This is an optimization exercise on Yosys and OpenROAD, whose aim is small area and a short achievable clock period, not a production implementation.
No functional check of the RTL was part of any run shown here.
Power figures rest on the tool's default switching activity, not on a simulated workload.

==> flow/design.v (outline; a module is shown in full before it is edited, if it fits) <==
// module add4rpl: 23 lines
// module addsub8: 34 lines
// module alu_log: 23 lines
// module bcd_adj: 52 lines
// module m6502alu: 81 lines
// module rg8l: 19 lines
// module rg8l2: 28 lines
// module s_reg: 41 lines
// module prog_cnt: 71 lines
// module mx81_8: 64 lines
// module adl_mux: 28 lines
// module adh_mux: 25 lines
// module op_dcd: 1148 lines
// module m6502_org: 279 lines
module m6502_org (clk, addr, dataenb, datai, datao, irq_n, nmi_n, sob_n, res_n,
   rdy, vpa, sync, we_n);
  // ...
==> flow/run.sh <==
#!/bin/bash
# synth_recipe.tcl (not shown) runs the flow's synth.tcl, then flattens the netlist and writes it again
# the make line also repeats each setting of config.mk as NAME=value (left out here)
make -C /OpenROAD-flow-scripts/flow DESIGN_CONFIG=/design/flow/config.mk WORK_HOME=/design/flow/orfs CLKGATE_MAP_FILE= SYNTH_SCRIPT=/design/flow/synth_recipe.tcl finish
==> flow/config.mk <==
export PLATFORM = sky130hd
export DESIGN_NAME = m6502_org
export DESIGN_NICKNAME = m6502_org
export VERILOG_FILES = /design/flow/design.v
export SDC_FILE = /design/flow/constraint.sdc
export NUM_CORES = 4
export LEC_CHECK = 0
export ABC_AREA = 1
export CAP_MARGIN = 20
export CORE_MARGIN = 2
export CORE_UTILIZATION = 50
export SLEW_MARGIN = 20
==> flow/constraint.sdc <==
create_clock -name core_clock -period 14.0 [get_ports {clk}]
set_input_delay 2.8000 -clock core_clock [delete_from_list [all_inputs] [get_ports {clk}]]
set_output_delay 2.8000 -clock core_clock [all_outputs]
set_load 0.01 [all_outputs]
==> out/metrics.cfg, run 1 <==
[floorplanning]
num_rows=62
start_util=0.508

[timing]
worstMarginPinSlew_ps=1140
tns_ps=0
hold_slack_ps=357
slew_viol_final=0

[finish]
multi_input_area_share=0.516
multi_input_area_sq_mm=0.00818
seq_cell_count=176
final_cells=2473
bufAreaShareNonClock=0.0308

[worst_hold_path]
min_from=nmi1$_DFF_P_

[worst_setup_path]
r2r-end=pc[15]$_SDFFCE_PP1P_
r2r_slack_ps=9000
critical-path-top-delay-family=compound AO/OA/AOI/OAI gates
path_max_fanout=8
cp_slowest_cell=edfxtp_1
critPathMaxStageDelay_ps=520
crit_start=dsel[2]$_SDFFCE_PP0P_
cp-start-kind=flip-flop

[detailed_routing]
wl_met1_microns=23900
routedWlPerCell_microns=24.5
drtIter0Drc=2260

[power_and_ir_drop]
intPower_mw=1.29
p_seq_mw=0.795
p_clk_frac=0.213
p_comb_mw=1.01

[yosys]
yosys_most_used_dff=edfxtp_1
ys_top_cells_by_area=edfxtp_1 (30%), nand2_1 (14%), inv_1 (6.8%)
yosysTopAreaCellShare=0.296
synth_compound_area_frac=0.164

[clock_tree]
ctsHoldBuffers=0
postCtsSetupRepairBufs=0
cts_buffer_depth=2
cts-root-buf=clkbuf_16

[place]
dp.final_hpwl_microns=47200

[status]
outcome=complete, no violations

==> module m6502alu, before the edit <==
module m6502alu (jreg, kreg, alu_ctl, alu2op, alu_out, log_out);
input   [7:0] jreg;
input   [7:0] kreg;
input   [11:0] alu_ctl;
output  [5:0] alu2op;
output  [7:0] alu_out;
output  [7:0] log_out;       
wire sub = alu_ctl[0];
wire cin = alu_ctl[4];
wire bcd_en = alu_ctl[3];
wire [7:0] j = jreg;
wire [7:0] sx = {{7{kreg[7]}}, 1'b1};
wire [7:0] bs_p = alu_ctl[7] ? kreg ^ {8{sub}} : alu_ctl[6] ? sx ^ {8{sub}} : {8{sub}};
wire [7:0] bs_g = ({8{alu_ctl[7]}} & kreg | {8{alu_ctl[6] & ~alu_ctl[7]}} & sx) ^ {8{sub}};
wire [7:0] g = j & bs_g;
wire [7:0] p = j ^ bs_p;
wire g10 = g[1] | p[1] & g[0];            wire p10 = p[1] & p[0];
wire g32 = g[3] | p[3] & g[2];            wire p32 = p[3] & p[2];
wire g54 = g[5] | p[5] & g[4];            wire p54 = p[5] & p[4];
wire g76 = g[7] | p[7] & g[6];            wire p76 = p[7] & p[6];
wire g30 = g32 | p32 & g10;               wire p30 = p32 & p10;
wire g74 = g76 | p76 & g54;               wire p74 = p76 & p54;
wire [8:0] c;
assign c[0] = cin;
assign c[1] = g[0] | p[0] & cin;
assign c[2] = g10 | p10 & cin;
assign c[3] = g[2] | p[2] & c[2];
assign c[4] = g30 | p30 & cin;
assign c[5] = g[4] | p[4] & c[4];
assign c[6] = g54 | p54 & c[4];
assign c[7] = g[6] | p[6] & c[6];
assign c[8] = g74 | p74 & c[4];
wire [7:0] d = p ^ c[7:0];                 
wire cout4 = c[4];
wire cout8 = c[8];
wire lo_adj     = bcd_en & ~sub & (cout4 | d[3] & (d[2] | d[1]));
wire lo_adj_sub = bcd_en & sub & ~cout4;
wire lo_ge10    = d[3] & (d[2] | d[1]);
wire c4p        = lo_adj & lo_ge10;        
wire cin4l      = c4p;
wire hi_adj     = bcd_en & ~sub & (cout8 | d[7] & (d[6] | d[5] | c4p & d[4]));
wire hi_adj_sub = bcd_en & sub & ~cout8;
wire [3:0] lo = lo_adj_sub ? {~(d[3] ^ (d[2] & d[1])), d[2] ^ d[1], ~d[1], d[0]} :
                lo_adj     ? {d[3] ^ (d[2] | d[1]), ~(d[2] ^ d[1]), ~d[1], d[0]} : d[3:0];
wire [3:0] h = d[7:4];
wire [3:0] h_p1 = {h[3] ^ (h[2] & h[1] & h[0]), h[2] ^ (h[1] & h[0]), h[1] ^ h[0], ~h[0]};
wire [3:0] h_p6 = {h[3] ^ (h[2] | h[1]), ~(h[2] ^ h[1]), ~h[1], h[0]};
wire [3:0] h_p7 = {h[3] ^ (h[2] | h[1] | h[0]), ~(h[2] ^ (h[1] | h[0])), ~(h[1] ^ h[0]), ~h[0]};
wire [3:0] h_pa = {~(h[3] ^ (h[2] & h[1])), h[2] ^ h[1], ~h[1], h[0]};
wire c8_p6 = h[3] & (h[2] | h[1]);
wire c8_p7 = h[3] & (h[2] | h[1] | h[0]);
wire c8_p1 = &h;
wire [3:0] hi = hi_adj_sub ? h_pa :
                hi_adj ? (cin4l ? h_p7 : h_p6) :
                cin4l ? h_p1 : h;
wire c8p = hi_adj ? (cin4l ? c8_p7 : c8_p6) : cin4l & c8_p1;
wire [7:0] bcd_out = {hi, lo};
wire bcd_cout = cout8 | c8p & ~hi_adj_sub;
wire [7:0] dcd = 8'b1 << alu_ctl[10:8];
wire [7:0] log_b_pre = alu_ctl[7] ? kreg : alu_ctl[6] ? dcd : 8'h00;
wire [7:0] lb = alu_ctl[11] ? ~log_b_pre : log_b_pre;
reg [7:0] log_out;
always @* begin
   case (alu_ctl[2:0])
   3'b010: log_out = {j[6:0], cin};
   3'b011: log_out = {cin, j[7:1]};
   3'b100: log_out = j & lb;
   3'b101: log_out = j | lb;
   3'b110: log_out = j ^ lb;
   default: log_out = ~j & lb;
   endcase
end
wire log_cout = alu_ctl[2:0] == 3'b010 ? j[7] : j[0];
wire [7:0] res = alu_ctl[5] ? 8'h00 : alu_ctl[2:1] == 2'b00 ? bcd_out : log_out;
assign alu_out = res;
wire z_flag = res == 8'h00;
wire v_flag = (~sub ^ j[7] ^ kreg[7]) & (d[7] ^ j[7]);
wire alu_cout = alu_ctl[2:1] == 2'b00 ? bcd_cout : log_cout;
wire bra_carry = cout8 ^ kreg[7] ^ (&j);
assign alu2op = {res[7], v_flag, cout8, bra_carry, z_flag, alu_cout};
endmodule
==> module m6502_org, before the edit <==
module m6502_org (clk, addr, dataenb, datai, datao, irq_n, nmi_n, sob_n, res_n,
   rdy, vpa, sync, we_n);
input   clk;
output  [15:0] addr;
output  dataenb;
input   [7:0] datai;
output  [7:0] datao;
input   irq_n;
input   nmi_n;
input   sob_n;
input   res_n;
input   rdy;
output  vpa;
output  sync;
output  we_n;
reg  [7:0] opcode;
reg  [8:1] state;
reg  [7:0] psrl;
reg  [11:0] alu_ctl;
reg  wel_n, z_flag_f, branch_carry_f, sob_n_f;
reg  type1_calc, type2_calc, type2_write, type2_done, type3_calc;
reg  resetl, reset_proc, nmi_proc, irq_proc, irq, nmi_pend, nmi1, nmi2;
reg  [7:0] areg, xreg, yreg, sreg, dreg, jreg, kreg, lreg, hreg;
reg  [15:0] pc;
reg  syncl, vpa_r;
reg  [7:0] dsel;           
reg  dsel_reg_o;           
reg  [3:0] asel;           
reg  h_pc, h_alu, h_dreg, h_one;    
wire we_d_n, sreg_up, sreg_cen, opcode_ld, irq_pend;
wire type1_read, type2_read, type3_read;
wire [11:0] alu_ctl_d;
wire [2:0] alu_ld;
wire [6:0] prog_ctl;
wire [6:0] rg_load;
wire [7:0] psr_d, opcode_in;
wire [8:1] state_in;
wire [5:0] alu2op;
wire [7:0] alu_out;
wire [7:0] log_out;
reg  [7:0] alu_wr;         
op_dcd sm (.opcode(opcode), .state(state), .psrl(psrl),
   .type1_calc(type1_calc), .type2_calc(type2_calc), .type2_write(type2_write),
   .type2_done(type2_done), .type3_calc(type3_calc),
   .z_flag_f(z_flag_f), .branch_carry_f(branch_carry_f),
   .reset_proc(reset_proc), .nmi_proc(nmi_proc), .irq_proc(irq_proc),
   .nmi_pend(nmi_pend), .irq(irq), .resetl(resetl), .rdy(rdy),
   .alu2op(alu2op), .datai(datai), .sob_n(sob_n), .sob_n_f(sob_n_f),
   .syncl(syncl),
   .sync_dcd(), .vpa(), .we_d_n(we_d_n), .alu_ctl_d(alu_ctl_d),
   .alu_ld(alu_ld), .sreg_up(sreg_up), .sreg_cen(sreg_cen),
   .prog_ctl(prog_ctl), .rg_load(rg_load), .adl_sel(),
   .adh_sel(), .domux_sel(), .psr_d(),
   .type1_read(type1_read), .type2_read(type2_read), .type3_read(type3_read),
   .opcode_ld(opcode_ld), .opcode_in(opcode_in), .state_in(state_in),
   .irq_pend(irq_pend), .adh_alu());
wire [7:0] psr_d1;
wire [6:0] prog_ctl1;     
op_dcd sm1 (.opcode(opcode), .state(state), .psrl(psrl),
   .type1_calc(type1_calc), .type2_calc(type2_calc), .type2_write(type2_write),
   .type2_done(type2_done), .type3_calc(type3_calc),
   .z_flag_f(z_flag_f), .branch_carry_f(branch_carry_f),
   .reset_proc(reset_proc), .nmi_proc(nmi_proc), .irq_proc(irq_proc),
   .nmi_pend(nmi_pend), .irq(irq), .resetl(resetl), .rdy(1'b1),
   .alu2op(alu2op), .datai(datai), .sob_n(sob_n), .sob_n_f(sob_n_f),
   .syncl(syncl),
   .sync_dcd(), .vpa(), .we_d_n(), .alu_ctl_d(),
   .alu_ld(), .sreg_up(), .sreg_cen(),
   .prog_ctl(prog_ctl1), .rg_load(), .adl_sel(),
   .adh_sel(), .domux_sel(), .psr_d(psr_d1),
   .type1_read(), .type2_read(), .type3_read(),
   .opcode_ld(), .opcode_in(), .state_in(),
   .irq_pend(), .adh_alu());
wire sob_fall = ~sob_n & sob_n_f;
wire [7:0] psr_d0 = resetl ? 8'b0000_0100 : {psrl[7], psrl[6] | sob_fall, psrl[5:0]};
assign psr_d = rdy ? psr_d1 : psr_d0;
m6502alu alu (.jreg(jreg), .kreg(kreg), .alu_ctl(alu_ctl), .alu2op(alu2op),
   .alu_out(alu_out), .log_out(log_out));
wire [7:0] dataor = {8{dsel[1]}} & areg | {8{dsel[2]}} & psrl | {8{dsel[3]}} & sreg |
                    {8{dsel[4]}} & xreg | {8{dsel[5]}} & yreg | {8{dsel[6]}} & pc[15:8] |
                    {8{dsel[7]}} & pc[7:0];
wire dsel_alu = dsel[0];
wire [2:0] domux_s1;
op_dcd s1d (.opcode(opcode), .state(8'b0000_0001), .psrl(psrl),
   .type1_calc(1'b0), .type2_calc(1'b0), .type2_write(1'b0),
   .type2_done(1'b0), .type3_calc(1'b0),
   .z_flag_f(1'b0), .branch_carry_f(1'b0),
   .reset_proc(1'b0), .nmi_proc(1'b0), .irq_proc(1'b0),
   .nmi_pend(1'b0), .irq(1'b0), .resetl(1'b0), .rdy(1'b0),
   .alu2op(6'b0), .datai(8'h00), .sob_n(1'b1), .sob_n_f(1'b1),
   .syncl(1'b0),
   .sync_dcd(), .vpa(), .we_d_n(), .alu_ctl_d(),
   .alu_ld(), .sreg_up(), .sreg_cen(),
   .prog_ctl(), .rg_load(), .adl_sel(),
   .adh_sel(), .domux_sel(domux_s1), .psr_d(),
   .type1_read(), .type2_read(), .type3_read(),
   .opcode_ld(), .opcode_in(), .state_in(),
   .irq_pend(), .adh_alu());
wire [7:0] dsel_s1 = 8'b1 << domux_s1;
wire [7:0] dataor_s1 = {8{dsel_s1[1]}} & areg | {8{dsel_s1[2]}} & psrl | {8{dsel_s1[3]}} & sreg |
                       {8{dsel_s1[4]}} & xreg | {8{dsel_s1[5]}} & yreg | {8{dsel_s1[6]}} & pc[15:8] |
                       {8{dsel_s1[7]}} & pc[7:0];
wire [7:0] dataol = state[1] ? (dsel_s1[0] ? alu_out : dataor_s1) : dsel_alu ? alu_out : dataor;
wire reset_proc_n = resetl ? 1'b1 : state[6] ? 1'b0 : reset_proc;
wire irq_proc_n = (irq_pend & syncl & rdy) ? 1'b1 : (state[6] | resetl) ? 1'b0 : irq_proc;
wire nmi_proc_n = (nmi_pend & syncl & rdy) ? 1'b1 : (state[6] | resetl) ? 1'b0 : nmi_proc;
wire nmi_pend_n = (~nmi2 & nmi1) ? 1'b1 : (nmi_proc | resetl) ? 1'b0 : nmi_pend;
wire [11:0] alu_ctl_n = rdy ? alu_ctl_d : alu_ctl;
wire wel_n_n = rdy ? we_d_n : wel_n;
wire z_flag_f_n = rdy ? alu2op[1] : z_flag_f;
wire branch_carry_f_n = rdy ? alu2op[2] : branch_carry_f;
wire type1_calc_n = rdy ? type1_read : type1_calc;
wire type2_done_n = rdy ? type2_write : type2_done;
wire type2_write_n = rdy ? type2_calc : type2_write;
wire type2_calc_n = rdy ? type2_read : type2_calc;
wire type3_calc_n = rdy ? type3_read : type3_calc;
wire sob_n_f_n = rdy ? sob_n : sob_n_f;
wire [8:1] state_n = rdy ? state_in : state;
wire [7:0] opcode_n = opcode_ld ? opcode_in : opcode;
wire [7:0] areg_n = rg_load[0] ? dataol : areg;
wire [7:0] dreg_n = rg_load[1] ? datai : rg_load[2] ? dataol : dreg;
wire [7:0] xreg_n = rg_load[4] ? dataol : xreg;
wire [7:0] yreg_n = rg_load[5] ? dataol : yreg;
wire [7:0] lreg_n = rg_load[6] ? alu_out : lreg;
wire [7:0] jreg_n = alu_ld[0] ? datai : alu_ld[1] ? dataol : jreg;
wire [7:0] kreg_n = alu_ld[2] ? datai : kreg;
wire [7:0] sreg_n = resetl ? 8'h00 : rg_load[3] ? dataol :
                    sreg_cen ? (sreg_up ? sreg + 8'd1 : sreg - 8'd1) : sreg;
wire [7:0] cntil = prog_ctl[6:5] == 2'b10 ? 8'hFC :
                   prog_ctl[6:5] == 2'b01 ? 8'hFA :
                   prog_ctl[6:5] == 2'b11 ? 8'hFE :
                   prog_ctl[4] ? alu_out : hreg;
wire [7:0] cntih = prog_ctl[6:5] != 2'b00 ? 8'hFF :
                   prog_ctl[3] ? datai : dataol;
wire pc_en = resetl | prog_ctl[0] | prog_ctl[2] | prog_ctl[4];
wire pc_ld = prog_ctl1[2] | prog_ctl[4];
wire [15:0] pc_d = resetl ? 16'hFFFC : pc_ld ? {cntih, cntil} : pc + 16'd1;
wire [15:0] pc_n = pc_en ? pc_d : pc;
wire [7:0] hreg_n = resetl ? 8'hFC : prog_ctl[1] ? (prog_ctl[3] ? datai : alu_out) : hreg;
wire ld1 = syncl | resetl;
wire [7:0] psr_s = {psrl[7], psrl[6] | sob_fall, psrl[5:0]};
wire z_log = alu_ctl[5] | ~|log_out;
wire sync_a, vpa_a, sync_f, vpa_f;
wire [1:0] adl_sel_a, adl_sel_f;
wire [3:0] adh_sel_a, adh_sel_f;
wire [2:0] domux_sel_a, domux_sel_f;
op_dcd nxa (.opcode(opcode), .state({state[7:1], 1'b0}), .psrl(psr_s),
   .type1_calc(type1_read), .type2_calc(type2_read), .type2_write(type2_calc),
   .type2_done(type2_write), .type3_calc(type3_read),
   .z_flag_f(z_log), .branch_carry_f(alu2op[2]),
   .reset_proc(1'b0), .nmi_proc(1'b0), .irq_proc(1'b0),
   .nmi_pend(1'b0), .irq(1'b0), .resetl(1'b0), .rdy(1'b0),
   .alu2op(6'b0), .datai(8'h00), .sob_n(1'b1), .sob_n_f(1'b1),
   .syncl(1'b0),
   .sync_dcd(sync_a), .vpa(vpa_a), .we_d_n(), .alu_ctl_d(),
   .alu_ld(), .sreg_up(), .sreg_cen(),
   .prog_ctl(), .rg_load(), .adl_sel(adl_sel_a),
   .adh_sel(adh_sel_a), .domux_sel(domux_sel_a), .psr_d(),
   .type1_read(), .type2_read(), .type3_read(),
   .opcode_ld(), .opcode_in(), .state_in(),
   .irq_pend(), .adh_alu());
op_dcd nxf (.opcode(opcode_in), .state(8'b0000_0001), .psrl(psr_d1),
   .type1_calc(type1_read), .type2_calc(type2_read), .type2_write(type2_calc),
   .type2_done(type2_write), .type3_calc(type3_read),
   .z_flag_f(alu2op[1]), .branch_carry_f(alu2op[2]),
   .reset_proc(1'b0), .nmi_proc(1'b0), .irq_proc(1'b0),
   .nmi_pend(1'b0), .irq(1'b0), .resetl(1'b0), .rdy(1'b0),
   .alu2op(6'b0), .datai(8'h00), .sob_n(1'b1), .sob_n_f(1'b1),
   .syncl(1'b0),
   .sync_dcd(sync_f), .vpa(vpa_f), .we_d_n(), .alu_ctl_d(),
   .alu_ld(), .sreg_up(), .sreg_cen(),
   .prog_ctl(), .rg_load(), .adl_sel(adl_sel_f),
   .adh_sel(adh_sel_f), .domux_sel(domux_sel_f), .psr_d(),
   .type1_read(), .type2_read(), .type3_read(),
   .opcode_ld(), .opcode_in(), .state_in(),
   .irq_pend(), .adh_alu());
wire sync_n1 = ld1 ? sync_f : sync_a;
wire vpa_n1 = ld1 ? vpa_f : vpa_a;
wire [1:0] adl_sel_n1 = ld1 ? adl_sel_f : adl_sel_a;
wire [3:0] adh_sel_n1 = ld1 ? adh_sel_f : adh_sel_a;
wire [2:0] domux_sel_n1 = ld1 ? 3'b000 : domux_sel_a;
wire sync_b, vpa_b;
wire [1:0] adl_sel_b;
wire [3:0] adh_sel_b;
wire [2:0] domux_sel_b;
op_dcd brk (.opcode(8'h00), .state(state), .psrl(psrl),
   .type1_calc(type1_calc), .type2_calc(type2_calc), .type2_write(type2_write),
   .type2_done(type2_done), .type3_calc(type3_calc),
   .z_flag_f(z_flag_f), .branch_carry_f(branch_carry_f),
   .reset_proc(1'b0), .nmi_proc(1'b0), .irq_proc(1'b0),
   .nmi_pend(1'b0), .irq(1'b0), .resetl(1'b0), .rdy(1'b0),
   .alu2op(6'b0), .datai(8'h00), .sob_n(1'b1), .sob_n_f(1'b1),
   .syncl(1'b0),
   .sync_dcd(sync_b), .vpa(vpa_b), .we_d_n(), .alu_ctl_d(),
   .alu_ld(), .sreg_up(), .sreg_cen(),
   .prog_ctl(), .rg_load(), .adl_sel(adl_sel_b),
   .adh_sel(adh_sel_b), .domux_sel(domux_sel_b), .psr_d(),
   .type1_read(), .type2_read(), .type3_read(),
   .opcode_ld(), .opcode_in(), .state_in(),
   .irq_pend(), .adh_alu());
wire vpa_nx = rdy ? vpa_n1 : vpa_b;
wire [2:0] domux_sel_nx = rdy ? domux_sel_n1 : domux_sel_b;
wire [1:0] adl_sel_nx = rdy ? adl_sel_n1 : adl_sel_b;
wire [3:0] adh_sel_nx = rdy ? adh_sel_n1 : adh_sel_b;
wire bv2 = state[2] & opcode[7:6] == 2'b01 & opcode[4:0] == 5'b10000;
wire sync_n0 = bv2 ? psr_d0[6] ^ opcode[5] : syncl;
wire [7:0] wr_dcd = 8'b1 << alu_ctl_d[10:8];
wire [7:0] wr_lbp = alu_ctl_d[7] ? kreg : alu_ctl_d[6] ? wr_dcd : 8'h00;
wire [7:0] wr_lb = alu_ctl_d[11] ? ~wr_lbp : wr_lbp;
reg  [7:0] wr_log;
always @* begin
   case (alu_ctl_d[1:0])
   2'b00: wr_log = jreg & wr_lb;
   2'b01: wr_log = jreg | wr_lb;
   2'b10: wr_log = jreg ^ wr_lb;
   default: wr_log = ~jreg & wr_lb;
   endcase
end
wire [7:0] alu_wr_n = (rdy & alu_ctl_d[2]) ? (alu_ctl_d[5] ? 8'h00 : wr_log) : alu_out;
wire [7:0] addrl = {8{asel[0]}} & pc[7:0] | {8{asel[1]}} & dreg | {8{asel[2]}} & sreg |
                   {8{asel[3]}} & lreg;
wire [7:0] addrh;
assign addrh[0] = h_pc & pc[8] | h_alu & alu_adr[0] | h_dreg & dreg[0] | h_one;
assign addrh[7:1] = {7{h_pc}} & pc[15:9] | {7{h_alu}} & alu_adr[7:1] | {7{h_dreg}} & dreg[7:1];
assign addr = {addrh, addrl};
assign datao = dsel_reg_o ? dataor : alu_wr;
assign we_n = wel_n;
assign dataenb = ~wel_n;
assign sync = syncl;
assign vpa = vpa_r;
reg  [7:0] alu_adr;
wire [7:0] alu_adr_n = rdy ? datai + {7'b0, alu2op[3]} : alu_adr;
always @(posedge clk) begin
   psrl <= psr_d;
   reset_proc <= reset_proc_n;
   irq_proc <= irq_proc_n;
   nmi_proc <= nmi_proc_n;
   resetl <= ~res_n;
   irq <= ~irq_n;
   nmi_pend <= nmi_pend_n;
   nmi2 <= nmi1;
   nmi1 <= ~nmi_n;
   alu_ctl <= alu_ctl_n;
   wel_n <= wel_n_n;
   z_flag_f <= z_flag_f_n;
   branch_carry_f <= branch_carry_f_n;
   type1_calc <= type1_calc_n;
   type2_done <= type2_done_n;
   type2_write <= type2_write_n;
   type2_calc <= type2_calc_n;
   type3_calc <= type3_calc_n;
   sob_n_f <= sob_n_f_n;
   state <= state_n;
   opcode <= opcode_n;
   areg <= areg_n;
   dreg <= dreg_n;
   xreg <= xreg_n;
   yreg <= yreg_n;
   lreg <= lreg_n;
   jreg <= jreg_n;
   kreg <= kreg_n;
   sreg <= sreg_n;
   pc <= pc_n;
   hreg <= hreg_n;
   syncl <= rdy ? sync_n1 : resetl ? sync_b : sync_n0;
   if (rdy | resetl) begin
      vpa_r <= vpa_nx;
      dsel <= 8'b1 << domux_sel_nx;
      dsel_reg_o <= domux_sel_nx != 3'b000;
      asel <= 4'b1 << adl_sel_nx;
      h_pc <= adh_sel_nx == 4'b0000;
      h_alu <= adh_sel_nx[3];
      h_dreg <= adh_sel_nx[2];
      h_one <= adh_sel_nx[0];
   end
   alu_wr <= alu_wr_n;
   alu_adr <= alu_adr_n;
end
endmodule
==> run 2: changes to the inputs <==
--- a/flow/design.v
+++ b/flow/design.v
@@ -130,23 +130,22 @@
 .sum(datao[7:4]));
 add4rpl addl (.a(datai[3:0]),
           .b(b[3:0]),
 .cin(gnd),
           .cout(cout4),
           .sum(datao[3:0]));
 endmodule  
 `timescale 1 ns / 1 ns
-module m6502alu (jreg, kreg, alu_ctl, alu2op, alu_out, log_out);
+module m6502alu (jreg, kreg, alu_ctl, alu2op, alu_out);
 input   [7:0] jreg;
 input   [7:0] kreg;
 input   [11:0] alu_ctl;
 output  [5:0] alu2op;
 output  [7:0] alu_out;
-output  [7:0] log_out;       
 wire sub = alu_ctl[0];
 wire cin = alu_ctl[4];
 wire bcd_en = alu_ctl[3];
 wire [7:0] j = jreg;
 wire [7:0] sx = {{7{kreg[7]}}, 1'b1};
 wire [7:0] bs_p = alu_ctl[7] ? kreg ^ {8{sub}} : alu_ctl[6] ? sx ^ {8{sub}} : {8{sub}};
 wire [7:0] bs_g = ({8{alu_ctl[7]}} & kreg | {8{alu_ctl[6] & ~alu_ctl[7]}} & sx) ^ {8{sub}};
 wire [7:0] g = j & bs_g;
@@ -506,18 +505,17 @@
    input  [7:0] psrl,
    input  type1_calc, type2_calc, type2_write, type2_done, type3_calc,
    input  z_flag_f, branch_carry_f,
    input  reset_proc, nmi_proc, irq_proc, nmi_pend, irq, resetl,
    input  rdy,
    input  [5:0] alu2op,
    input  [7:0] datai,
    input  sob_n, sob_n_f,
-   input  syncl,
-   output sync_dcd, vpa, we_d_n,
+   output syncl, vpa, we_d_n,
    output [11:0] alu_ctl_d,
    output [2:0] alu_ld,
    output sreg_up, sreg_cen,
    output [6:0] prog_ctl,
    output [6:0] rg_load,
    output [1:0] adl_sel,
    output [3:0] adh_sel,
    output [2:0] domux_sel,
@@ -1026,17 +1024,17 @@
    end
 assign opcode_ld = syncl & rdy | resetl; 
 assign opcode_in = resetl == 1'b 1 | nmi_pend == 1'b 1 | 
 		irq_pend == 1'b 1 ? BRK : 
 	datai; 
 assign irq_pend = irq & ~psrl[2] & ~nmi_pend; 
 assign state_in = opcode_ld == 1'b 1 ? 8'b 00000001 : 
 	{state[7:1] , 1'b 0}; 
-assign sync_dcd = opcode == BRK & state[7] == 1'b 1 | opcode == RTI & 
+assign syncl = opcode == BRK & state[7] == 1'b 1 | opcode == RTI & 
 		state[5] == 1'b 1 | opcode == RTS & 
 		state[5] == 1'b 1 | opcode == JSR & 
 		state[6] == 1'b 1 | opcode == JMPIND & 
 		state[5] == 1'b 1 | opcode == JMPAIX & 
 		state[6] == 1'b 1 | opcode == STZABX & 
 		state[5] == 1'b 1 | state[4] == 1'b 1 & bbx_op == 1'b 1 & 
 		branch_take == 1'b 0 | state[5] == 1'b 1 & bbx_op == 1'b 1 & 
 		branch_carry_f == 1'b 0 | state[6] == 1'b 1 & bbx_op == 1'b 1 | 
@@ -1668,263 +1666,120 @@
 reg  [8:1] state;
 reg  [7:0] psrl;
 reg  [11:0] alu_ctl;
 reg  wel_n, z_flag_f, branch_carry_f, sob_n_f;
 reg  type1_calc, type2_calc, type2_write, type2_done, type3_calc;
 reg  resetl, reset_proc, nmi_proc, irq_proc, irq, nmi_pend, nmi1, nmi2;
 reg  [7:0] areg, xreg, yreg, sreg, dreg, jreg, kreg, lreg, hreg;
 reg  [15:0] pc;
-reg  syncl, vpa_r;
-reg  [7:0] dsel;           
-reg  dsel_reg_o;           
-reg  [3:0] asel;           
-reg  h_pc, h_alu, h_dreg, h_one;    
-wire we_d_n, sreg_up, sreg_cen, opcode_ld, irq_pend;
+wire syncl, vpal, we_d_n, sreg_up, sreg_cen, opcode_ld, irq_pend, adh_alu;
 wire type1_read, type2_read, type3_read;
 wire [11:0] alu_ctl_d;
 wire [2:0] alu_ld;
 wire [6:0] prog_ctl;
 wire [6:0] rg_load;
+wire [1:0] adl_sel;
+wire [3:0] adh_sel;
+wire [2:0] domux_sel;
 wire [7:0] psr_d, opcode_in;
 wire [8:1] state_in;
 wire [5:0] alu2op;
 wire [7:0] alu_out;
-wire [7:0] log_out;
-reg  [7:0] alu_wr;         
 op_dcd sm (.opcode(opcode), .state(state), .psrl(psrl),
    .type1_calc(type1_calc), .type2_calc(type2_calc), .type2_write(type2_write),
    .type2_done(type2_done), .type3_calc(type3_calc),
    .z_flag_f(z_flag_f), .branch_carry_f(branch_carry_f),
    .reset_proc(reset_proc), .nmi_proc(nmi_proc), .irq_proc(irq_proc),
    .nmi_pend(nmi_pend), .irq(irq), .resetl(resetl), .rdy(rdy),
    .alu2op(alu2op), .datai(datai), .sob_n(sob_n), .sob_n_f(sob_n_f),
-   .syncl(syncl),
-   .sync_dcd(), .vpa(), .we_d_n(we_d_n), .alu_ctl_d(alu_ctl_d),
+   .syncl(syncl), .vpa(vpal), .we_d_n(we_d_n), .alu_ctl_d(alu_ctl_d),
    .alu_ld(alu_ld), .sreg_up(sreg_up), .sreg_cen(sreg_cen),
-   .prog_ctl(prog_ctl), .rg_load(rg_load), .adl_sel(),
-   .adh_sel(), .domux_sel(), .psr_d(),
+   .prog_ctl(prog_ctl), .rg_load(rg_load), .adl_sel(adl_sel),
+   .adh_sel(adh_sel), .domux_sel(domux_sel), .psr_d(psr_d),
    .type1_read(type1_read), .type2_read(type2_read), .type3_read(type3_read),
    .opcode_ld(opcode_ld), .opcode_in(opcode_in), .state_in(state_in),
-   .irq_pend(irq_pend), .adh_alu());
-wire [7:0] psr_d1;
-wire [6:0] prog_ctl1;     
-op_dcd sm1 (.opcode(opcode), .state(state), .psrl(psrl),
-   .type1_calc(type1_calc), .type2_calc(type2_calc), .type2_write(type2_write),
-   .type2_done(type2_done), .type3_calc(type3_calc),
-   .z_flag_f(z_flag_f), .branch_carry_f(branch_carry_f),
-   .reset_proc(reset_proc), .nmi_proc(nmi_proc), .irq_proc(irq_proc),
-   .nmi_pend(nmi_pend), .irq(irq), .resetl(resetl), .rdy(1'b1),
-   .alu2op(alu2op), .datai(datai), .sob_n(sob_n), .sob_n_f(sob_n_f),
-   .syncl(syncl),
-   .sync_dcd(), .vpa(), .we_d_n(), .alu_ctl_d(),
-   .alu_ld(), .sreg_up(), .sreg_cen(),
-   .prog_ctl(prog_ctl1), .rg_load(), .adl_sel(),
-   .adh_sel(), .domux_sel(), .psr_d(psr_d1),
-   .type1_read(), .type2_read(), .type3_read(),
-   .opcode_ld(), .opcode_in(), .state_in(),
-   .irq_pend(), .adh_alu());
-wire sob_fall = ~sob_n & sob_n_f;
-wire [7:0] psr_d0 = resetl ? 8'b0000_0100 : {psrl[7], psrl[6] | sob_fall, psrl[5:0]};
-assign psr_d = rdy ? psr_d1 : psr_d0;
+   .irq_pend(irq_pend), .adh_alu(adh_alu));
 m6502alu alu (.jreg(jreg), .kreg(kreg), .alu_ctl(alu_ctl), .alu2op(alu2op),
-   .alu_out(alu_out), .log_out(log_out));
-wire [7:0] dataor = {8{dsel[1]}} & areg | {8{dsel[2]}} & psrl | {8{dsel[3]}} & sreg |
-                    {8{dsel[4]}} & xreg | {8{dsel[5]}} & yreg | {8{dsel[6]}} & pc[15:8] |
-                    {8{dsel[7]}} & pc[7:0];
-wire dsel_alu = dsel[0];
-wire [2:0] domux_s1;
-op_dcd s1d (.opcode(opcode), .state(8'b0000_0001), .psrl(psrl),
-   .type1_calc(1'b0), .type2_calc(1'b0), .type2_write(1'b0),
-   .type2_done(1'b0), .type3_calc(1'b0),
-   .z_flag_f(1'b0), .branch_carry_f(1'b0),
-   .reset_proc(1'b0), .nmi_proc(1'b0), .irq_proc(1'b0),
-   .nmi_pend(1'b0), .irq(1'b0), .resetl(1'b0), .rdy(1'b0),
-   .alu2op(6'b0), .datai(8'h00), .sob_n(1'b1), .sob_n_f(1'b1),
-   .syncl(1'b0),
-   .sync_dcd(), .vpa(), .we_d_n(), .alu_ctl_d(),
-   .alu_ld(), .sreg_up(), .sreg_cen(),
-   .prog_ctl(), .rg_load(), .adl_sel(),
-   .adh_sel(), .domux_sel(domux_s1), .psr_d(),
-   .type1_read(), .type2_read(), .type3_read(),
-   .opcode_ld(), .opcode_in(), .state_in(),
-   .irq_pend(), .adh_alu());
-wire [7:0] dsel_s1 = 8'b1 << domux_s1;
-wire [7:0] dataor_s1 = {8{dsel_s1[1]}} & areg | {8{dsel_s1[2]}} & psrl | {8{dsel_s1[3]}} & sreg |
-                       {8{dsel_s1[4]}} & xreg | {8{dsel_s1[5]}} & yreg | {8{dsel_s1[6]}} & pc[15:8] |
-                       {8{dsel_s1[7]}} & pc[7:0];
-wire [7:0] dataol = state[1] ? (dsel_s1[0] ? alu_out : dataor_s1) : dsel_alu ? alu_out : dataor;
-wire reset_proc_n = resetl ? 1'b1 : state[6] ? 1'b0 : reset_proc;
-wire irq_proc_n = (irq_pend & syncl & rdy) ? 1'b1 : (state[6] | resetl) ? 1'b0 : irq_proc;
-wire nmi_proc_n = (nmi_pend & syncl & rdy) ? 1'b1 : (state[6] | resetl) ? 1'b0 : nmi_proc;
-wire nmi_pend_n = (~nmi2 & nmi1) ? 1'b1 : (nmi_proc | resetl) ? 1'b0 : nmi_pend;
-wire [11:0] alu_ctl_n = rdy ? alu_ctl_d : alu_ctl;
-wire wel_n_n = rdy ? we_d_n : wel_n;
-wire z_flag_f_n = rdy ? alu2op[1] : z_flag_f;
-wire branch_carry_f_n = rdy ? alu2op[2] : branch_carry_f;
-wire type1_calc_n = rdy ? type1_read : type1_calc;
-wire type2_done_n = rdy ? type2_write : type2_done;
-wire type2_write_n = rdy ? type2_calc : type2_write;
-wire type2_calc_n = rdy ? type2_read : type2_calc;
-wire type3_calc_n = rdy ? type3_read : type3_calc;
-wire sob_n_f_n = rdy ? sob_n : sob_n_f;
-wire [8:1] state_n = rdy ? state_in : state;
-wire [7:0] opcode_n = opcode_ld ? opcode_in : opcode;
-wire [7:0] areg_n = rg_load[0] ? dataol : areg;
-wire [7:0] dreg_n = rg_load[1] ? datai : rg_load[2] ? dataol : dreg;
-wire [7:0] xreg_n = rg_load[4] ? dataol : xreg;
-wire [7:0] yreg_n = rg_load[5] ? dataol : yreg;
-wire [7:0] lreg_n = rg_load[6] ? alu_out : lreg;
-wire [7:0] jreg_n = alu_ld[0] ? datai : alu_ld[1] ? dataol : jreg;
-wire [7:0] kreg_n = alu_ld[2] ? datai : kreg;
-wire [7:0] sreg_n = resetl ? 8'h00 : rg_load[3] ? dataol :
-                    sreg_cen ? (sreg_up ? sreg + 8'd1 : sreg - 8'd1) : sreg;
-wire [7:0] cntil = prog_ctl[6:5] == 2'b10 ? 8'hFC :
-                   prog_ctl[6:5] == 2'b01 ? 8'hFA :
-                   prog_ctl[6:5] == 2'b11 ? 8'hFE :
-                   prog_ctl[4] ? alu_out : hreg;
-wire [7:0] cntih = prog_ctl[6:5] != 2'b00 ? 8'hFF :
-                   prog_ctl[3] ? datai : dataol;
-wire pc_en = resetl | prog_ctl[0] | prog_ctl[2] | prog_ctl[4];
-wire pc_ld = prog_ctl1[2] | prog_ctl[4];
-wire [15:0] pc_d = resetl ? 16'hFFFC : pc_ld ? {cntih, cntil} : pc + 16'd1;
-wire [15:0] pc_n = pc_en ? pc_d : pc;
-wire [7:0] hreg_n = resetl ? 8'hFC : prog_ctl[1] ? (prog_ctl[3] ? datai : alu_out) : hreg;
-wire ld1 = syncl | resetl;
-wire [7:0] psr_s = {psrl[7], psrl[6] | sob_fall, psrl[5:0]};
-wire z_log = alu_ctl[5] | ~|log_out;
-wire sync_a, vpa_a, sync_f, vpa_f;
-wire [1:0] adl_sel_a, adl_sel_f;
-wire [3:0] adh_sel_a, adh_sel_f;
-wire [2:0] domux_sel_a, domux_sel_f;
-op_dcd nxa (.opcode(opcode), .state({state[7:1], 1'b0}), .psrl(psr_s),
-   .type1_calc(type1_read), .type2_calc(type2_read), .type2_write(type2_calc),
-   .type2_done(type2_write), .type3_calc(type3_read),
-   .z_flag_f(z_log), .branch_carry_f(alu2op[2]),
-   .reset_proc(1'b0), .nmi_proc(1'b0), .irq_proc(1'b0),
-   .nmi_pend(1'b0), .irq(1'b0), .resetl(1'b0), .rdy(1'b0),
-   .alu2op(6'b0), .datai(8'h00), .sob_n(1'b1), .sob_n_f(1'b1),
-   .syncl(1'b0),
-   .sync_dcd(sync_a), .vpa(vpa_a), .we_d_n(), .alu_ctl_d(),
-   .alu_ld(), .sreg_up(), .sreg_cen(),
-   .prog_ctl(), .rg_load(), .adl_sel(adl_sel_a),
-   .adh_sel(adh_sel_a), .domux_sel(domux_sel_a), .psr_d(),
-   .type1_read(), .type2_read(), .type3_read(),
-   .opcode_ld(), .opcode_in(), .state_in(),
-   .irq_pend(), .adh_alu());
-op_dcd nxf (.opcode(opcode_in), .state(8'b0000_0001), .psrl(psr_d1),
-   .type1_calc(type1_read), .type2_calc(type2_read), .type2_write(type2_calc),
-   .type2_done(type2_write), .type3_calc(type3_read),
-   .z_flag_f(alu2op[1]), .branch_carry_f(alu2op[2]),
-   .reset_proc(1'b0), .nmi_proc(1'b0), .irq_proc(1'b0),
-   .nmi_pend(1'b0), .irq(1'b0), .resetl(1'b0), .rdy(1'b0),
-   .alu2op(6'b0), .datai(8'h00), .sob_n(1'b1), .sob_n_f(1'b1),
-   .syncl(1'b0),
-   .sync_dcd(sync_f), .vpa(vpa_f), .we_d_n(), .alu_ctl_d(),
-   .alu_ld(), .sreg_up(), .sreg_cen(),
-   .prog_ctl(), .rg_load(), .adl_sel(adl_sel_f),
-   .adh_sel(adh_sel_f), .domux_sel(domux_sel_f), .psr_d(),
-   .type1_read(), .type2_read(), .type3_read(),
-   .opcode_ld(), .opcode_in(), .state_in(),
-   .irq_pend(), .adh_alu());
-wire sync_n1 = ld1 ? sync_f : sync_a;
-wire vpa_n1 = ld1 ? vpa_f : vpa_a;
-wire [1:0] adl_sel_n1 = ld1 ? adl_sel_f : adl_sel_a;
-wire [3:0] adh_sel_n1 = ld1 ? adh_sel_f : adh_sel_a;
-wire [2:0] domux_sel_n1 = ld1 ? 3'b000 : domux_sel_a;
-wire sync_b, vpa_b;
-wire [1:0] adl_sel_b;
-wire [3:0] adh_sel_b;
-wire [2:0] domux_sel_b;
-op_dcd brk (.opcode(8'h00), .state(state), .psrl(psrl),
-   .type1_calc(type1_calc), .type2_calc(type2_calc), .type2_write(type2_write),
-   .type2_done(type2_done), .type3_calc(type3_calc),
-   .z_flag_f(z_flag_f), .branch_carry_f(branch_carry_f),
-   .reset_proc(1'b0), .nmi_proc(1'b0), .irq_proc(1'b0),
-   .nmi_pend(1'b0), .irq(1'b0), .resetl(1'b0), .rdy(1'b0),
-   .alu2op(6'b0), .datai(8'h00), .sob_n(1'b1), .sob_n_f(1'b1),
-   .syncl(1'b0),
-   .sync_dcd(sync_b), .vpa(vpa_b), .we_d_n(), .alu_ctl_d(),
-   .alu_ld(), .sreg_up(), .sreg_cen(),
-   .prog_ctl(), .rg_load(), .adl_sel(adl_sel_b),
-   .adh_sel(adh_sel_b), .domux_sel(domux_sel_b), .psr_d(),
-   .type1_read(), .type2_read(), .type3_read(),
-   .opcode_ld(), .opcode_in(), .state_in(),
-   .irq_pend(), .adh_alu());
-wire vpa_nx = rdy ? vpa_n1 : vpa_b;
-wire [2:0] domux_sel_nx = rdy ? domux_sel_n1 : domux_sel_b;
-wire [1:0] adl_sel_nx = rdy ? adl_sel_n1 : adl_sel_b;
-wire [3:0] adh_sel_nx = rdy ? adh_sel_n1 : adh_sel_b;
-wire bv2 = state[2] & opcode[7:6] == 2'b01 & opcode[4:0] == 5'b10000;
-wire sync_n0 = bv2 ? psr_d0[6] ^ opcode[5] : syncl;
-wire [7:0] wr_dcd = 8'b1 << alu_ctl_d[10:8];
-wire [7:0] wr_lbp = alu_ctl_d[7] ? kreg : alu_ctl_d[6] ? wr_dcd : 8'h00;
-wire [7:0] wr_lb = alu_ctl_d[11] ? ~wr_lbp : wr_lbp;
-reg  [7:0] wr_log;
+   .alu_out(alu_out));
+reg [7:0] dataol;
 always @* begin
-   case (alu_ctl_d[1:0])
-   2'b00: wr_log = jreg & wr_lb;
-   2'b01: wr_log = jreg | wr_lb;
-   2'b10: wr_log = jreg ^ wr_lb;
-   default: wr_log = ~jreg & wr_lb;
+   case (domux_sel)
+   3'b000: dataol = alu_out;
+   3'b001: dataol = areg;
+   3'b010: dataol = psrl;
+   3'b011: dataol = sreg;
+   3'b100: dataol = xreg;
+   3'b101: dataol = yreg;
+   3'b110: dataol = pc[15:8];
+   default: dataol = pc[7:0];
    endcase
 end
-wire [7:0] alu_wr_n = (rdy & alu_ctl_d[2]) ? (alu_ctl_d[5] ? 8'h00 : wr_log) : alu_out;
-wire [7:0] addrl = {8{asel[0]}} & pc[7:0] | {8{asel[1]}} & dreg | {8{asel[2]}} & sreg |
-                   {8{asel[3]}} & lreg;
-wire [7:0] addrh;
-assign addrh[0] = h_pc & pc[8] | h_alu & alu_adr[0] | h_dreg & dreg[0] | h_one;
-assign addrh[7:1] = {7{h_pc}} & pc[15:9] | {7{h_alu}} & alu_adr[7:1] | {7{h_dreg}} & dreg[7:1];
+wire [7:0] addrl = adl_sel == 2'b00 ? pc[7:0] :
+                   adl_sel == 2'b01 ? dreg :
+                   adl_sel == 2'b10 ? sreg : lreg;
+wire [7:0] pre_y;
+assign pre_y[0] = (alu_out[0] & adh_sel[3] | dreg[0] & adh_sel[2] | adh_sel[0]) & ~adh_sel[1];
+assign pre_y[7:1] = (alu_out[7:1] & {7{adh_sel[3]}} | dreg[7:1] & {7{adh_sel[2]}}) & ~{7{adh_sel[1] | adh_sel[0]}};
+wire [7:0] addrh = adh_sel == 4'b0000 ? pc[15:8] : pre_y;
 assign addr = {addrh, addrl};
-assign datao = dsel_reg_o ? dataor : alu_wr;
+assign datao = dataol;
 assign we_n = wel_n;
 assign dataenb = ~wel_n;
 assign sync = syncl;
-assign vpa = vpa_r;
-reg  [7:0] alu_adr;
-wire [7:0] alu_adr_n = rdy ? datai + {7'b0, alu2op[3]} : alu_adr;
+assign vpa = vpal;
 always @(posedge clk) begin
    psrl <= psr_d;
-   reset_proc <= reset_proc_n;
-   irq_proc <= irq_proc_n;
-   nmi_proc <= nmi_proc_n;
+   if (resetl) reset_proc <= 1'b1;
+   else if (state[6]) reset_proc <= 1'b0;
+   if (irq_pend & syncl & rdy) irq_proc <= 1'b1;
+   else if (state[6] | resetl) irq_proc <= 1'b0;
+   if (nmi_pend & syncl & rdy) nmi_proc <= 1'b1;
+   else if (state[6] | resetl) nmi_proc <= 1'b0;
    resetl <= ~res_n;
    irq <= ~irq_n;
-   nmi_pend <= nmi_pend_n;
+   if (~nmi2 & nmi1) nmi_pend <= 1'b1;
+   else if (nmi_proc | resetl) nmi_pend <= 1'b0;
    nmi2 <= nmi1;
    nmi1 <= ~nmi_n;
-   alu_ctl <= alu_ctl_n;
-   wel_n <= wel_n_n;
-   z_flag_f <= z_flag_f_n;
-   branch_carry_f <= branch_carry_f_n;
-   type1_calc <= type1_calc_n;
-   type2_done <= type2_done_n;
-   type2_write <= type2_write_n;
-   type2_calc <= type2_calc_n;
-   type3_calc <= type3_calc_n;
-   sob_n_f <= sob_n_f_n;
-   state <= state_n;
-   opcode <= opcode_n;
-   areg <= areg_n;
-   dreg <= dreg_n;
-   xreg <= xreg_n;
-   yreg <= yreg_n;
-   lreg <= lreg_n;
-   jreg <= jreg_n;
-   kreg <= kreg_n;
-   sreg <= sreg_n;
-   pc <= pc_n;
-   hreg <= hreg_n;
-   syncl <= rdy ? sync_n1 : resetl ? sync_b : sync_n0;
-   if (rdy | resetl) begin
-      vpa_r <= vpa_nx;
-      dsel <= 8'b1 << domux_sel_nx;
-      dsel_reg_o <= domux_sel_nx != 3'b000;
-      asel <= 4'b1 << adl_sel_nx;
-      h_pc <= adh_sel_nx == 4'b0000;
-      h_alu <= adh_sel_nx[3];
-      h_dreg <= adh_sel_nx[2];
-      h_one <= adh_sel_nx[0];
+   if (rdy) begin
+      alu_ctl <= alu_ctl_d;
+      wel_n <= we_d_n;
+      z_flag_f <= alu2op[1];
+      branch_carry_f <= alu2op[2];
+      type1_calc <= type1_read;
+      type2_done <= type2_write;
+      type2_write <= type2_calc;
+      type2_calc <= type2_read;
+      type3_calc <= type3_read;
+      sob_n_f <= sob_n;
+      state <= state_in;
    end
-   alu_wr <= alu_wr_n;
-   alu_adr <= alu_adr_n;
+   if (opcode_ld) opcode <= opcode_in;
+end
+always @(posedge clk) begin
+   if (rg_load[0]) areg <= dataol;
+   if (rg_load[1]) dreg <= datai;
+   else if (rg_load[2]) dreg <= dataol;
+   if (rg_load[4]) xreg <= dataol;
+   if (rg_load[5]) yreg <= dataol;
+   if (rg_load[6]) lreg <= alu_out;
+   if (alu_ld[0]) jreg <= datai;
+   else if (alu_ld[1]) jreg <= dataol;
+   if (alu_ld[2]) kreg <= datai;
+   if (resetl) sreg <= 8'h00;
+   else if (rg_load[3]) sreg <= dataol;
+   else if (sreg_cen) sreg <= sreg_up ? sreg + 8'd1 : sreg - 8'd1;
+end
+wire [7:0] cntil = prog_ctl[6:5] == 2'b10 ? 8'hFC :
+                   prog_ctl[6:5] == 2'b01 ? 8'hFA :
+                   prog_ctl[6:5] == 2'b11 ? 8'hFE :
+                   prog_ctl[4] ? alu_out : hreg;
+wire [7:0] cntih = prog_ctl[6:5] != 2'b00 ? 8'hFF :
+                   prog_ctl[3] ? datai : dataol;
+always @(posedge clk) begin
+   if (resetl) pc <= 16'hFFFC;
+   else if (prog_ctl[2] | prog_ctl[4]) pc <= {cntih, cntil};
+   else if (prog_ctl[0]) pc <= pc + 16'd1;
+   if (resetl) hreg <= 8'hFC;
+   else if (prog_ctl[1]) hreg <= prog_ctl[3] ? datai : alu_out;
 end
 endmodule
==> flow/config.mk (replaced) <==
export PLATFORM = sky130hd
export DESIGN_NAME = m6502_org
export DESIGN_NICKNAME = m6502_org
export VERILOG_FILES = /design/flow/design.v
export SDC_FILE = /design/flow/constraint.sdc
export NUM_CORES = 4
export LEC_CHECK = 0
export CAP_MARGIN = 20
export CORE_MARGIN = 2
export CORE_UTILIZATION = 40
export SLEW_MARGIN = 20
==> run 2 against run 1 <==
  * Setup slack lost 4600 ps
  * Final area shrank 13%
  * Largest cell class unchanged
  * Wire length decreased by 12%
  * Register-to-register slack got worse by 1500 ps
  * Still clean on timing, DRC and antenna
  * Sequential share of layout area fell by 4.2 points
  * Highest routed layer unchanged
  * Combinational power up 16%
  * Non-clock buffer count is 23 higher
  * Sequential power shrank 18%
  * Sequential cell count shrank 35
  * Synthesized area fell by 14%
  * Total power rose by 0.15%
  * Cell count is 21% lower
==> out/metrics.cfg, run 2 <==
[worst_setup_path]
path_class=reg -> out  ; unchanged
critPathMaxStageDelay_ps=890  ; was 520 ps
worst_ep_arrival_time_ps=7040  ; was 2470 ps
cp-start-kind=flip-flop  ; unchanged
cpMostUsedCell=ha_1
cp_slowest_cell=edfxtp_1  ; unchanged
path_max_fanout=32  ; was 8
worstPathCellList=mux2i_1 > xnor2_1 > maj3_1 > maj3_1 > ha_1 > a31oi_1 > xor2_1 > ha_1 > and3_1 > ha_1 > nand2b_1 > o21ai_0 > a221oi_1 > a21oi_1 > a31oi_1 > o221ai_1 > o221ai_1 > o2bb2ai_1 > clkdlybuf4s50_1  ; was a22o_1 > a221oi_1 > nand4_1 > mux2_2 > clkdlybuf4s50_1
critical-path-top-delay-family=compound AO/OA/AOI/OAI gates  ; unchanged
crit_cells=19  ; was 5
critPathBufInv=1  ; unchanged
crit_required_ps=11200  ; about the same
reg2regPathDepth=20  ; was 28
endpoint_kind=primary output  ; unchanged

[global_route]
grt_antenna_before_repair=0  ; unchanged
grt_overflow=0  ; unchanged
grtUsageTotal=0.323  ; was 0.396
grt_max_degree=53  ; unchanged
grt_pass1_wl_microns=80800  ; was 89500 microns
first_global_vias=12500  ; was 14400

[detailed_routing]
wl_microns=53500  ; was 60500 microns
vias=13200  ; was 15400
drcViolationCount=0  ; unchanged
routedWlPerCell_microns=27.5  ; was 24.5 microns
drtIter0Drc=2072  ; was 2260
postRouteAntennaNets=0  ; unchanged
dr.pass1.iters=8  ; was 6
via_per_inst=6.80  ; was 6.23

[yosys]
synth_nets=1588  ; was 2123
yosysTopAreaCellShare=0.223  ; was 0.296
ys_seq_elements=141  ; was 176
yosys_warnings=3  ; unchanged
synth.largest_area_cell=edfxtp_1  ; unchanged
synth_area_per_cell_sq_um=8.09  ; was 7.07 sq um
ys_seq_area_frac=0.300  ; was 0.340
synth-edff-count=93  ; was 144
yosysUniqueCellTypes=112  ; was 79
netlist_area_sq_mm=0.0125  ; was 0.0146 sq mm
synthArstFlopShare=0  ; unchanged
ys_top_cells_by_area=edfxtp_1 (22%), dfxtp_1 (7.7%), nand2_1 (5.2%)  ; was edfxtp_1 (30%), nand2_1 (14%), inv_1 (6.8%)
synth_cells=1545  ; was 2067
yosys_most_used_dff=edfxtp_1  ; unchanged
synth_commonest_cells=nand2_1 (173), nor2_1 (141), edfxtp_1 (93)  ; was nand2_1 (538), inv_1 (265), nor2_1 (219)
synth.most_common_cell=nand2_1  ; unchanged

[finish]
max_flop_register=pc  ; unchanged
fillCellCount=3011  ; was 2868
final_cell_mix=nand2_1 (173), nor2_1 (141), edfxtp_1 (93)  ; was nand2_1 (538), inv_1 (265), nor2_1 (218)
largest_register_ffs=16  ; unchanged
areaGrowthSynthToFinish_pct=10.7  ; was 8.48%
fin_nets=1576  ; was 2132
top_regs=pc (16), alu_ctl (12)  ; unchanged
drive_gt1_frac=0.0983  ; was 0.0823
layout_commonest_cell=nand2_1  ; unchanged

[job]
drv_cap=0  ; unchanged

[timing]
worstMarginPinSlew_ps=1160  ; was 1140 ps
fmax_mhz=102  ; was 190 MHz
tns_ps=0  ; unchanged
skew_ps=17.9  ; was 20.4 ps
period_share=0.703  ; was 0.376
layout_min_cycle_time_ps=9840  ; was 5270 ps
rsz0062_at_grt=false  ; unchanged
setup_viol=0  ; unchanged
setup_slack_ps=4160  ; was 8730 ps
slew_viol_final=0  ; unchanged
hold_viol=0  ; unchanged
slew_headroom=0.220  ; was 0.233

[clock_tree]
numCtsBuffers=17  ; unchanged
htreeDepth=4  ; unchanged
cts.sinks=141  ; was 176
cts_tree=done  ; unchanged
post_cts_resized=0  ; unchanged
worst_setup_hold_path_clk_slew_ps=70  ; about the same
cts_buffer_depth=2  ; unchanged
ctsHoldBuffers=0  ; unchanged
clk-insertion-delay-late_ps=440  ; was 460 ps
postCtsSetupRepairBufs=0  ; unchanged
cts-root-buf=clkbuf_16  ; unchanged

[power_and_ir_drop]
power_mw=2.30  ; was 2.29 mW
p_comb_frac=0.508  ; was 0.440
intPower_mw=1.26  ; was 1.29 mW
p_sw_frac=0.451  ; was 0.438
p_leak_nw=5.22  ; was 7.09 nW
peakVddDrop_v=0.0000865  ; was 0.0000912 V
p_per_area_mw_per_mm2=166  ; was 145 mW/mm^2
p_clk_frac=0.208  ; was 0.213
seqPwrFrac=0.284  ; was 0.347
power_switching_mw=1.04  ; was 1.00 mW

[floorplanning]
die_w_microns=181  ; was 175 microns
die-area_sq_mm=0.0327  ; was 0.0306 sq mm
core_sq_mm=0.0307  ; was 0.0288 sq mm
ios=42  ; unchanged
start_util=0.408  ; was 0.508
die_y_microns=181  ; was 175 microns
num_rows=64  ; was 62

[place]
pre_cts_ws_ps=4770  ; was 8400 ps
finalWeightedCongestion=0.992  ; was 1.03
dp.final_hpwl_microns=38800  ; was 47200 microns
numPortBuffers=41  ; unchanged

[status]
outcome=complete, no violations  ; unchanged

[worst_hold_path]
hold-path-cell-count=0  ; unchanged
hold_class=reg -> reg  ; unchanged

[run 2: cell count changes after synthesis, moves of 39 or more]
cell      change
edfxtp_1     -51
inv_1       -206
nand2_1     -365
nand3_1      -50
nor2_1       -78
o21ai_0      -39
[run 2: layout make-up]
class / count / area, sq um / share of cell area
diodes: 2 / 5.00 / 0.000361
clock buffers: 17 / 425 / 0.0307
clock inverters: 15 / 188 / 0.0136
inverters: 65 / 244 / 0.0176
multi-input cells: 1233 / 8080 / 0.583
flip-flops and latches: 141 / 3750 / 0.271
well taps: 396 / 495 / 0.0358
repair buffers: 75 / 661 / 0.0477
[run 2: per-layer routing]
| metal | track usage | wire, microns |
|---|---|---|
| met1 | 0.433 | 22000 |
| met2 | 0.501 | 23400 |
| met3 | 0.0810 | 5800 |
| met4 | 0.121 | 2320 |
| met5 | 0 | 0 |
[run 2: logic make-up (layout without fill, tap and decap cells)]
logic type,count (synthesis),after routing,share of synthesized area
compound gates,468,468,0.262
xor+xnor,61,61,0.0466
fa+ha+maj,34,34,0.0337
buf+inv,171,172,0.0569
flops,141,141,0.300
mux,56,56,0.0483
other cells,0,2,0
simple gates,614,614,0.252
[run 2: path summary, 6_finish.rpt]
path | startpoint | end | slack [ps]
min reg2reg | nmi1$_DFF_P_ | nmi2$_DFF_P_ | 360
max | alu_ctl[7]$_SDFFCE_PP0P_ | datao[6] | 4160
min | nmi1$_DFF_P_ | nmi2$_DFF_P_ | 360
max reg2reg | alu_ctl[7]$_SDFFCE_PP0P_ | jreg[6]$_DFFE_PP_ | 7540
[run 2: stage by stage]
stage,utilization,hold WS (ps),std cells,area (sq um)
floorplan,-,331,1545,12500
global placement,0.431,351,1910,13200
detailed placement,0.431,352,1910,13200
CTS,0.451,363,1942,13800
global route,0.451,373,1942,13800
finish,0.451,358,1944,13800
[run 2: power by group through the flow]
stage / logic (mW) / clock network (mW) / registers [mW]
after global placement: 1.13 / 0 / 0.656
final: 1.17 / 0.478 / 0.652
after detailed placement: 1.13 / 0 / 0.655
after global routing: 1.25 / 0.498 / 0.660
after CTS: 1.13 / 0.482 / 0.647
after floorplan: 0.804 / 0 / 0.590
==> run 3: changes to the inputs <==
--- a/flow/config.mk
+++ b/flow/config.mk
@@ -6,4 +6,5 @@
 export NUM_CORES = 4
 export LEC_CHECK = 0
+export ABC_AREA = 1
 export CAP_MARGIN = 20
 export CORE_MARGIN = 2
==> run 3 against run 2 <==
  * Sequential power is 3% lower
  * Hold slack worse by 1.3 ps
  * Clock skew is 2.4 ps lower
  * Setup slack better by 1400 ps
  * Total power decreased by 9.5%
  * Critical path depth grew 6
  * Register-to-register slack better by 1500 ps
  * Combinational power down 16%
  * Critical endpoint is now datao[7]
==> out/metrics.cfg, run 3 <==
[clock_tree]
htreeDepth=4  ; unchanged
postCtsSetupRepairBufs=0  ; unchanged
cts-root-buf=clkbuf_16  ; unchanged
ctsHoldBuffers=0  ; unchanged
cts_buffer_depth=2  ; unchanged
cts_tree=done  ; unchanged
clk-insertion-delay-late_ps=450  ; was 440 ps
worst_setup_hold_path_clk_slew_ps=70  ; about the same
post_cts_resized=0  ; unchanged
cts.sinks=141  ; unchanged
numCtsBuffers=17  ; unchanged

[yosys]
synth-adder-area-share=0.0316  ; was 0.0337
synth.area.mux_share=0  ; was 0.0483
yosysTopAreaCellShare=0.239  ; was 0.223
synth_commonest_cells=nand2_1 (450), nor2_1 (240), inv_1 (209)  ; was nand2_1 (173), nor2_1 (141), edfxtp_1 (93)
synth_nets=1808  ; was 1588
synth_compound_area_frac=0.170  ; was 0.262
synth_simple_gate_area_share=0.342  ; was 0.252
yosysUniqueCellTypes=64  ; was 112
ys_seq_elements=141  ; unchanged
synth_area_per_cell_sq_um=6.63  ; was 8.09 sq um
synth_top_family_by_area=simple AND/OR/NAND/NOR gates  ; was compound AO/OA/AOI/OAI gates
ys_top_cells_by_area=edfxtp_1 (24%), nand2_1 (14%), dfxtp_1 (8.2%)  ; was edfxtp_1 (22%), dfxtp_1 (7.7%), nand2_1 (5.2%)
yosys_most_used_dff=edfxtp_1  ; unchanged
synth-edff-count=93  ; unchanged
ys_seq_area_frac=0.321  ; was 0.300
netlist_area_sq_mm=0.0117  ; was 0.0125 sq mm
yosys_warnings=3  ; unchanged
synthArstFlopShare=0  ; unchanged
synth_xor_area_frac=0.0415  ; was 0.0466
synth.largest_area_cell=edfxtp_1  ; unchanged
synth.most_common_cell=nand2_1  ; unchanged
synth_cells=1765  ; was 1545

[detailed_routing]
drcViolationCount=0  ; unchanged
postRouteAntennaNets=0  ; unchanged
drtIter0Drc=1956  ; was 2072
wl_microns=50700  ; was 53500 microns
via_per_inst=5.94  ; was 6.80
routedWlPerCell_microns=23.2  ; was 27.5 microns
dr.pass1.iters=7  ; was 8
vias=13000  ; was 13200

[worst_setup_path]
endpoint_kind=primary output  ; unchanged
cp_slowest_cell=edfxtp_1  ; unchanged
critical-path-top-delay-family=simple AND/OR/NAND/NOR gates  ; was compound AO/OA/AOI/OAI gates
crit_required_ps=11200  ; about the same
cpMostUsedCell=nand2_1  ; was ha_1
critPathBufInv=6  ; was 1
worst_ep_arrival_time_ps=5670  ; was 7040 ps
cp-start-kind=flip-flop  ; unchanged
path_max_fanout=14  ; was 32
critPathMaxStageDelay_ps=750  ; was 890 ps
path_class=reg -> out  ; unchanged

[power_and_ir_drop]
p_per_area_mw_per_mm2=159  ; was 166 mW/mm^2
peakVddDrop_v=0.0000888  ; was 0.0000865 V
p_leak_nw=5.82  ; was 5.22 nW

[global_route]
grt_pass1_wl_microns=75900  ; was 80800 microns
grt_overflow=0  ; unchanged
grt_antenna_before_repair=1  ; was 0
grtUsageTotal=0.331  ; was 0.323
first_global_vias=12100  ; was 12500
grt_max_degree=44  ; was 53

[timing]
layout_min_cycle_time_ps=8470  ; was 9840 ps
worstMarginPinSlew_ps=1070  ; was 1160 ps
slew_viol_final=0  ; unchanged
fmax_mhz=118  ; was 102 MHz
setup_viol=0  ; unchanged
slew_headroom=0.285  ; was 0.220
tns_ps=0  ; unchanged
hold_viol=0  ; unchanged
period_share=0.605  ; was 0.703
rsz0062_at_grt=false  ; unchanged
setup_slack_ps=5530  ; was 4160 ps
skew_ps=15.5  ; was 17.9 ps

[finish]
areaGrowthSynthToFinish_pct=11.5  ; was 10.7%
largest_register_ffs=16  ; unchanged
fin_nets=1836  ; was 1576
max_flop_register=pc  ; unchanged
seq_area_sq_mm=0.00375  ; unchanged
layout_commonest_cell=nand2_1  ; unchanged
antennaDiodeCount=0  ; was 2
drive_gt1_frac=0.0698  ; was 0.0983
final_cell_mix=nand2_1 (450), nor2_1 (239), inv_1 (209)  ; was nand2_1 (173), nor2_1 (141), edfxtp_1 (93)
top_regs=pc (16), alu_ctl (12)  ; unchanged
fillCellCount=3004  ; was 3011
multi_input_area_sq_mm=0.00687  ; was 0.00808 sq mm

[status]
outcome=complete, no violations  ; unchanged

[place]
pre_cts_ws_ps=6100  ; was 4770 ps
finalWeightedCongestion=1.05  ; was 0.992
numPortBuffers=41  ; unchanged
dp.final_hpwl_microns=40100  ; was 38800 microns

[floorplanning]
core_sq_mm=0.0288  ; was 0.0307 sq mm
die_w_microns=175  ; was 181 microns
start_util=0.407  ; was 0.408
die_y_microns=175  ; was 181 microns
num_rows=62  ; was 64
ios=42  ; unchanged
die-area_sq_mm=0.0306  ; was 0.0327 sq mm

[worst_hold_path]
hold_class=reg -> reg  ; unchanged

[job]
drv_cap=0  ; unchanged

run 3: metal layers:
layer | wire [microns] | global-route usage | vias up | part of all wire
li1 | - | - | 5951 | -
met1 | 21900 | 0.471 | 6122 | 0.43
met2 | 21300 | 0.492 | 791 | 0.42
met3 | 5460 | 0.0664 | 137 | 0.11
met4 | 2080 | 0.128 | 0 | 0.041
met5 | 0 | 0 | - | 0
run 3: cell type report:
class,count,area share
multi-input combinational,1348,0.527
tap,384,0.0368
timing repair buffer,51,0.0368
clock inverter,15,0.0119
sequential,141,0.288
inverter,234,0.0677
clock buffer,17,0.0326
run 3: final timing paths:
| path | end | slack, ps | startpoint | cells after the start |
|---|---|---|---|---|
| worst min register to register | nmi2$_DFF_P_ | 360 | nmi1$_DFF_P_ | 0 |
| worst max register to register | xreg[7]$_DFFE_PP_ | 9080 | alu_ctl[0]$_SDFFCE_PP1P_ | 24 |
| worst min-delay path | nmi2$_DFF_P_ | 360 | nmi1$_DFF_P_ | 0 |
| worst max-delay path | datao[7] | 5530 | alu_ctl[0]$_SDFFCE_PP1P_ | 25 |
run 3: kinds of logic after synthesis:
kind of cell,count (synthesis)
xor gates and xnor gates,52
adders and majority gates,29
DFF,141
AOI/OAI and AO/OA,341
and+or+nand+nor,926
buffers and inverters,276
run 3: power by group:
part | internal, mW | total (mW) | switching (mW) | leakage (nW)
combinational | 0.323 | 0.977 | 0.654 | 4.19
clock | 0.264 | 0.467 | 0.202 | 0.287
sequential | 0.555 | 0.635 | 0.0799 | 1.35
total | 1.14 | 2.08 | 0.936 | 5.82
run 3: through the flow:
| step | hold WS [ps] | cells | util | area [sq um] | power (mW) |
|---|---|---|---|---|---|
| global placement | 346 | 2158 | 0.433 | 12500 | 1.59 |
| detailed placement | 347 | 2158 | 0.433 | 12500 | 1.59 |
| CTS | 359 | 2190 | 0.453 | 13000 | 2.06 |
| floorplan | 331 | 1765 | - | 11700 | 1.25 |
| global route | 366 | 2190 | 0.453 | 13100 | 2.21 |
| finish | 357 | 2190 | 0.453 | 13100 | 2.08 |
run 3: worst reg2reg max path, delay by kind of cell, from the launching register on:
| kind | cells | cell delay [ps] |
|---|---|---|
| compound gates | 1 | 220 |
| flops | 1 | 750 |
| xor+xnor | 1 | 180 |
| simple gates | 11 | 1870 |
| fa+ha+maj | 4 | 780 |
| buf+inv | 7 | 840 |

[what the ideal ports hide]
The results above use ideal ports. As a check the final layouts listed here were re-extracted and re-timed, cells and wires unchanged.
Step 1 assumes that a clkbuf_16 drives the clock port and a buf_2 every other input.
Step 2 adds t to the input delays and takes it off the output delays; t is the mean of the earliest and latest rising clock arrival at the registers after step 1. Input paths then give back, and output paths get back, about the clock's delay inside the block.
Slacks: ideal ports / drivers / drivers and shift; pairs: ideal ports / drivers.
run	t, ns	slack for setup (ns)	hold slack, ns	latest minus earliest clock arrival (ns)
run 1	0.503	8.731 / 8.676 / 8.292	0.357 / 0.357 / 0.357	0.020 / 0.020
run 2	0.482	4.155 / 4.105 / 4.587	0.358 / 0.358 / 0.358	0.018 / 0.018
run 3	0.488	5.528 / 5.477 / 5.966	0.357 / 0.357 / 0.357	0.015 / 0.015
After both steps every run listed still meets setup and hold. For run 1, which loses most, drivers alone change the setup slack by -0.055 ns; drivers and shift together by -0.439 ns.
